This design comes from an exercise in tuning for small area on the open sky130 flow, not from production work.
In this exercise RTL edits were held to simulation tests only and were not proved equivalent to the original.
No activity file was given, so power comes from the tool's default toggle rates.

==> flow/design.v <==
module mod_7seg#
  ( parameter DEFAULT_STATE = 7'b0000000  
  ) ( output logic [0:6] o_segments  
  , input logic [3:0] i_value  
  , input logic i_clk  
  , input logic i_nrst  
  );
  always @(posedge i_clk or negedge i_nrst)
    if (!i_nrst) begin
      o_segments <= ~DEFAULT_STATE;
    end else begin
      case (i_value)
        4'h0: begin
          o_segments <= ~7'b1111110;
        end
        4'h1: begin
          o_segments <= ~7'b0110000;
        end
        4'h2: begin
          o_segments <= ~7'b1101101;
        end
        4'h3: begin
          o_segments <= ~7'b1111001;
        end
        4'h4: begin
          o_segments <= ~7'b0110011;
        end
        4'h5: begin
          o_segments <= ~7'b1011011;
        end
        4'h6: begin
          o_segments <= ~7'b1011111;
        end
        4'h7: begin
          o_segments <= ~7'b1110000;
        end
        4'h8: begin
          o_segments <= ~7'b1111111;
        end
        4'h9: begin
          o_segments <= ~7'b1111011;
        end
        4'ha: begin
          o_segments <= ~7'b1110111;
        end
        4'hb: begin
          o_segments <= ~7'b0011111;
        end
        4'hc: begin
          o_segments <= ~7'b1001110;
        end
        4'hd: begin
          o_segments <= ~7'b0111101;
        end
        4'he: begin
          o_segments <= ~7'b1001111;
        end
        4'hf: begin
          o_segments <= ~7'b1000111;
        end
        default: begin
          o_segments <= ~DEFAULT_STATE;
        end
      endcase
    end
endmodule
module mod_byte_display
  ( output logic [0:6] o_lcd_upper_nibble
  , output logic [0:6] o_lcd_lower_nibble
  , input logic [7:0] i_value
  , input logic i_clk
  , input logic i_nrst
  );
  mod_7seg u_lcd_upper
    ( .o_segments(o_lcd_upper_nibble)
    , .i_value(i_value[7:4])
    , .i_clk(i_clk)
    , .i_nrst(i_nrst)
    );
  mod_7seg u_lcd_lower
    ( .o_segments(o_lcd_lower_nibble)
    , .i_value(i_value[3:0])
    , .i_clk(i_clk)
    , .i_nrst(i_nrst)
    );
endmodule
module midi_to_freq(
  input logic [23:0] midi,
  output logic [15:0] freq,
  input logic rst_n);
  always_comb case (midi[15:8])
    8'd66 : freq = 262;
    8'd67 : freq = 277;
    8'd68 : freq = 294;
    8'd69 : freq = 311;
    8'd70 : freq = 330;
    8'd71 : freq = 349;
    8'd72 : freq = 370;
    8'd73 : freq = 392;
    8'd74 : freq = 415;
    8'd75 : freq = 440;
    8'd76 : freq = 466;
    8'd77 : freq = 494;
    default: freq = 0;
  endcase
endmodule
module midi_custom(
    input logic clk,
    input logic serial,
	  input logic rst_n,
    output logic [23:0] out_bytes,
    output logic [3:0] state);
    logic [15:0] count;
    logic [7:0] index;
    logic [1:0] byte_count;
    always @(posedge clk) begin
		if (!rst_n) begin
			state <= 4'b0;
			count <= 15'b0;
			index <= 8'b0;
			out_bytes <= 24'b0;
			byte_count <= 2'b0;
		end else begin
	    if(state == 0 && serial == 0) begin
			state <= 1;
			count <= 0;
		end
        if(state > 0) count <= count + 1;
        if(state == 1 && count > 800) begin
            state <= 2;
            count <= 0;
        end
        if(index >= 8) begin
            index <= 0;
            state <= 3;
            count <= 0;
            byte_count <= byte_count + 1;
        end
        if(state == 2 && count > 1600 )begin
            out_bytes[index + 8*byte_count] <= serial;
            index <= index + 1;
            count <= 0;
        end
        if(byte_count >= 3) begin
            byte_count <= 0;
            state <= 3;
            count <= 0;
        end
        if(state == 3 && count > 800) begin
            state <= 0;
            count <= 0;
        end
        end
    end
endmodule
module leap_in(
    input logic clk,
    input logic serial,
	input logic rst_n,
    output logic [159:0] out_bytes,
    output logic [3:0] state);
    logic [15:0] count;
    logic [7:0] index;
    logic [5:0] byte_count;
    always @(posedge clk) begin
		if (!rst_n) begin
			state <= 4'b0;
			count <= 15'b0;
			index <= 8'b0;
			out_bytes <= 24'b0;
			byte_count <= 2'b0;
		end else begin
	    if(state == 0 && serial == 0) begin
			state <= 1;
			count <= 0;
		end
        if(state > 0) count <= count + 1;
        if(state == 1 && count > 800) begin
            state <= 2;
            count <= 0;
        end
        if(index >= 8) begin
            index <= 0;
            state <= 3;
            count <= 0;
            byte_count <= byte_count + 1;
        end
        if(state == 2 && count > 1600 )begin
            out_bytes[index + 8*byte_count] <= serial;
            index <= index + 1;
            count <= 0;
        end
        if(byte_count >= 20) begin
            byte_count <= 0;
            state <= 3;
            count <= 0;
        end
        if(state == 3 && count > 800) begin
            state <= 0;
            count <= 0;
        end
        end
    end
endmodule
module test_program(
	input logic CLOCK_50, KEY, SERIAL_IN, 
	input logic [6:0] EX_IO, 
	output logic [17:0] LEDR, 
	output logic debug_out, 
	output logic [15:0] o_freq,
	output logic [0:6] o_lcd7_0, o_lcd7_1,o_lcd7_2, o_lcd7_3,o_lcd7_4, o_lcd7_5);
	reg [3:0] leap_state;
	reg [159:0] leap_bits;
	leap_in myleap(
		.clk(CLOCK_50),
		.serial(EX_IO[5]),
		.rst_n(KEY),
		.out_bytes(leap_bits),
		.state(leap_state)
	);
	reg [3:0] midi_state;
	reg [23:0]midi_bits;
	midi_custom mymidi(
		.clk(CLOCK_50),
		.serial(EX_IO[6]),
		.rst_n(KEY),
		.out_bytes(midi_bits),
		.state(midi_state)
	);
	assign debug_out = EX_IO[6];
	assign LEDR = 18'b0;
	midi_to_freq get_freq(
		.midi(midi_bits),
		.freq(o_freq),
		.rst_n(KEY)
	);
	mod_byte_display u_7seg_0
		( .o_lcd_upper_nibble(o_lcd7_1),
		.o_lcd_lower_nibble(o_lcd7_0),
		.i_value(leap_bits[159:152]),
		.i_clk(CLOCK_50),
		.i_nrst(1'b1));
	mod_byte_display u_7seg_1
		( .o_lcd_upper_nibble(o_lcd7_3),
		.o_lcd_lower_nibble(o_lcd7_2),
		.i_value(leap_bits[151:144]),
		.i_clk(CLOCK_50),
		.i_nrst(1'b1));
	mod_byte_display u_7seg_2
		( .o_lcd_upper_nibble(o_lcd7_5),
		.o_lcd_lower_nibble(o_lcd7_4),
		.i_value(midi_bits[15:8]),
		.i_clk(CLOCK_50),
		.i_nrst(1'b1));
endmodule
==> flow/run.sh <==
#!/bin/bash
# synth_recipe.tcl (not shown) runs the flow's synth.tcl, then flattens the netlist and writes it again
# the make line also repeats each setting of config.mk as NAME=value (left out here)
make -C /OpenROAD-flow-scripts/flow DESIGN_CONFIG=/design/flow/config.mk WORK_HOME=/design/flow/orfs CLKGATE_MAP_FILE= SYNTH_SCRIPT=/design/flow/synth_recipe.tcl finish
==> flow/config.mk <==
export PLATFORM = sky130hd
export DESIGN_NAME = test_program
export DESIGN_NICKNAME = test_program
export VERILOG_FILES = /design/flow/design.v
export SDC_FILE = /design/flow/constraint.sdc
export NUM_CORES = 4
export LEC_CHECK = 0
export CAP_MARGIN = 20
export CORE_MARGIN = 2
export CORE_UTILIZATION = 40
export SLEW_MARGIN = 20
==> flow/constraint.sdc <==
create_clock -name core_clock -period 10.0 [get_ports {CLOCK_50}]
set_input_delay 2.0000 -clock core_clock [delete_from_list [all_inputs] [get_ports {CLOCK_50}]]
set_output_delay 2.0000 -clock core_clock [all_outputs]
set_load 0.01 [all_outputs]
==> summary.txt <==
==> cells in the mapped netlist (10+ instances only) <==
| master | n |
|---|---|
| nand4_1 | 22 |
| xnor2_1 | 13 |
| ha_1 | 56 |
| nand2b_1 | 10 |
| nor3_1 | 22 |
| nor2_1 | 100 |
| nand2_1 | 92 |
| a22o_1 | 10 |
| mux2i_1 | 38 |
| buf_4 | 26 |
| nor2b_1 | 14 |
| nand3_1 | 38 |
| dfxtp_1 | 126 |
| o21ai_0 | 33 |
| a21oi_1 | 41 |
| or3_1 | 16 |
| xor2_1 | 13 |
| inv_1 | 38 |
| o21a_1 | 13 |
| clkbuf_1 | 42 |
==> metal layers <==
layer | track usage, % | vias up
met3 | 3.76 | 12
met5 | 0 | -
met1 | 20.7 | 2960
li1 | - | 3302
met4 | 4.85 | 0
met2 | 25.2 | 88
==> power breakdown <==
part	internal (mW)	leakage, nW	switching (mW)
Sequential	0.504	1.02	0.00334
Combinational	0.00689	1.97	0.0204
Clock	0.417	0.298	0.213
==> per-stage QoR <==
stage,utilization (%),worst slack (ps),hold WS (ps)
final,47.2,4800,468
after global routing,47.2,4770,503
after CTS,47.2,4800,469
after detailed placement,44.0,4810,459
after global placement,44.0,4790,447
after floorplan,-,5880,433
==> cell type report <==
cell class | count | area, um2
Multi-Input combinational cell | 716 | 4740
Timing Repair Buffer | 57 | 566
Clock buffer | 26 | 499
Fill cell | 1836 | 9930
Clock inverter | 6 | 105
Sequential cell | 126 | 2520
Inverter | 38 | 143
Tap cell | 260 | 325
==> cells by family after synthesis <==
kind of cell,Yosys count,share of synthesized area (%)
AOI/OAI and AO/OA,170,15.1
xor gates and xnor gates,26,2.95
adders and majority gates,58,9.59
buffers and inverters,115,7.19
DFF,126,32.7
muxes,50,7.41
other,1,0.0486
and+or+nand+nor,386,25.1
==> flip-flops by register name (all words and copies together) (netlist names), 6 cells and up <==
| register | cells |
|---|---|
| myleap.byte_count | 6 |
| myleap.count | 16 |
| myleap.index | 8 |
| myleap.out_bytes | 16 |
| mymidi.count | 16 |
| mymidi.index | 8 |
| mymidi.out_bytes | 8 |
| u_7seg_0.u_lcd_lower.o_segments | 7 |
| u_7seg_0.u_lcd_upper.o_segments | 7 |
| u_7seg_1.u_lcd_lower.o_segments | 7 |
| u_7seg_1.u_lcd_upper.o_segments | 7 |
| u_7seg_2.u_lcd_lower.o_segments | 7 |
| u_7seg_2.u_lcd_upper.o_segments | 7 |
==> worst min path at each step <==
stage	to	slack [ps]	cells past startpoint
after floorplan	mymidi.count[15]$_SDFFE_PP0P_	430	2
after detailed placement	mymidi.count[15]$_SDFFE_PP0P_	460	2
after global placement	mymidi.count[15]$_SDFFE_PP0P_	450	2
final	mymidi.count[15]$_SDFFE_PP0P_	470	2
after global routing	myleap.count[14]$_SDFFE_PP0P_	500	2
after CTS	mymidi.count[15]$_SDFFE_PP0P_	470	2
==> summary.txt <==
status finished clean; most common cell after layout, fill and taps aside dfxtp_1; DRC Markers 0; post-route cell area a little under 9000 um2; final total power between 1 and 1.5 mW; DIE AREA roughly 20000 um2; H-Tree Depth 4; register area share after synthesis about a third; Resized Gates After CTS 0; Num Clock Sinks 126; clock skew ~12 ps; Final setup viols 0; number of maximum-capacitance violations 0; routed length on met1 between 7000 and 8000 um; nets@finish about 1000; GR Util All Layers between 10% and 20%; post-synthesis register bit count ~130; Die H around 140 um; part of the cycle the worst path needs between 50% and 60%; Vias/cell roughly 5.2; CP most frequent cell clkdlybuf4s50_1; GPL Wtd Cong about 0.8; final wirelength between 15000 and 20000 um; reg-to-reg setup timing slack between 6000 and 7000 ps; Slew @ Worst Pin 832 ps; largest cells by area after synthesis dfxtp_1 33%, ha_1 9.1%, mux2i_1 4.9%; First-pass DRT Iterations 4; PortBufs 55; Critical Path Max Stage Delay around 600 ps; Critical Path Start EX_IO[6]; DR WL/cell 12.7 um; PwrDens about 130 nW/um2; clock slew seen by the registers of the worst setup and hold paths about 60 ps; Max Fclk approximately 0.19 GHz; CP endpoint debug_out; crit path buf inv count 2; crit-path cells clkdlybuf4s50_1 > clkdlybuf4s50_1; CP endpoint kind output port; Most used DFF post-synth dfxtp_1; hold_buf cts 0; CP Depth 2; Initial Util about two fifths; vias in the first global route about 5700; worst hold start mymidi.count[15]$_SDFFE_PP0P_; Routed Antenna Nets 0; die width 143 um; worst path arrival time 3200 ps; CTS tree built; synthesized area per cell 8.28 um2; Post-DP HPWL approximately 11000 um; Setup TNS Final 0 ps; LEAKAGE ~3.3 nW; Area growth syn-to-layout 15.2%; CP delay by family, top buffers and inverters; vias post-DR 6362; Placed Area 8290 um2; CORE AREA between 15000 and 20000 um2; VDD IR max just over 0.0001 V; Hold WC Path Type register to register; critical path class input pin to output port; EDFF count, synth 0; fraction of registers with async set/reset 0%; Max stage delay cell, worst path clkdlybuf4s50_1; FP Rows 50; startpoint types input pin; RSZ-0062 raised after global routing no; CP Max Fanout 6; share of post-route cells with drive strength above 1 under 10%; GR Overflow Total 0; Root Driver clkbuf_16; CP required around 8000 ps; clk buf depth 2; Diodes inserted 0; Synth Warn # 4; most frequent cells in the layout 126 x dfxtp_1, 100 x nor2_1, 92 x nand2_1, 56 x ha_1, 55 x clkdlybuf4s50_1; num ports just under 90; global-route wire length before repair ~26000 um; First DRT Iteration DRCs 417; CTS buffer count 17; synth unique cells 70; initial antenna violation count 0; reg2reg path depth 12; post-CTS setup repair buffer count 0; routed wl met3 425 um; Finished Layout Cells between 1000 and 1500; clock period minus final worst setup slack about 5200 ps; top sig layer met4; r2r startpoint myleap.index[3]$_SDFFE_PN0P_; Cells after DPL ~1200; synthesized area between 7000 and 8000 um2; Pins Over Slew Limit 0; Worst slew margin about 44%; Hold Vio Cnt, Final 0; met2 routed WL 7150 um; Crit Reg-Reg Endpoint myleap.out_bytes[148]$_SDFFE_PN0P_; Synth Instances 932; largest net degree at the start of global routing 32; Yosys top cell by area dfxtp_1; Skew-Pair Late Insertion Delay 420 ps; top-area cell type share of the netlist area approximately 33%

what the ideal ports hide:
Ports are ideal in the flow. The routed layout listed here was re-timed in OpenROAD. Step 1 sets driving cells, clkbuf_16 on the clock port and buf_2 on the other inputs (assumed; they add their load-dependent delay and slew). Step 2 also shifts input and output timing later by t, the mid clock arrival at the registers, as if the neighbouring blocks saw the same clock. Slacks: ideal / step 1 / step 2; pairs: ideal / step 1.
t (ns): 0.456
setup slack, ns: 4.802 / 4.777 / 4.777
slew at the worst register clock pin (ns): 0.06 / 0.06
After both steps this run still meets setup and hold. For this run, drivers alone change the setup slack by -0.025 ns; drivers and shift together by -0.025 ns.
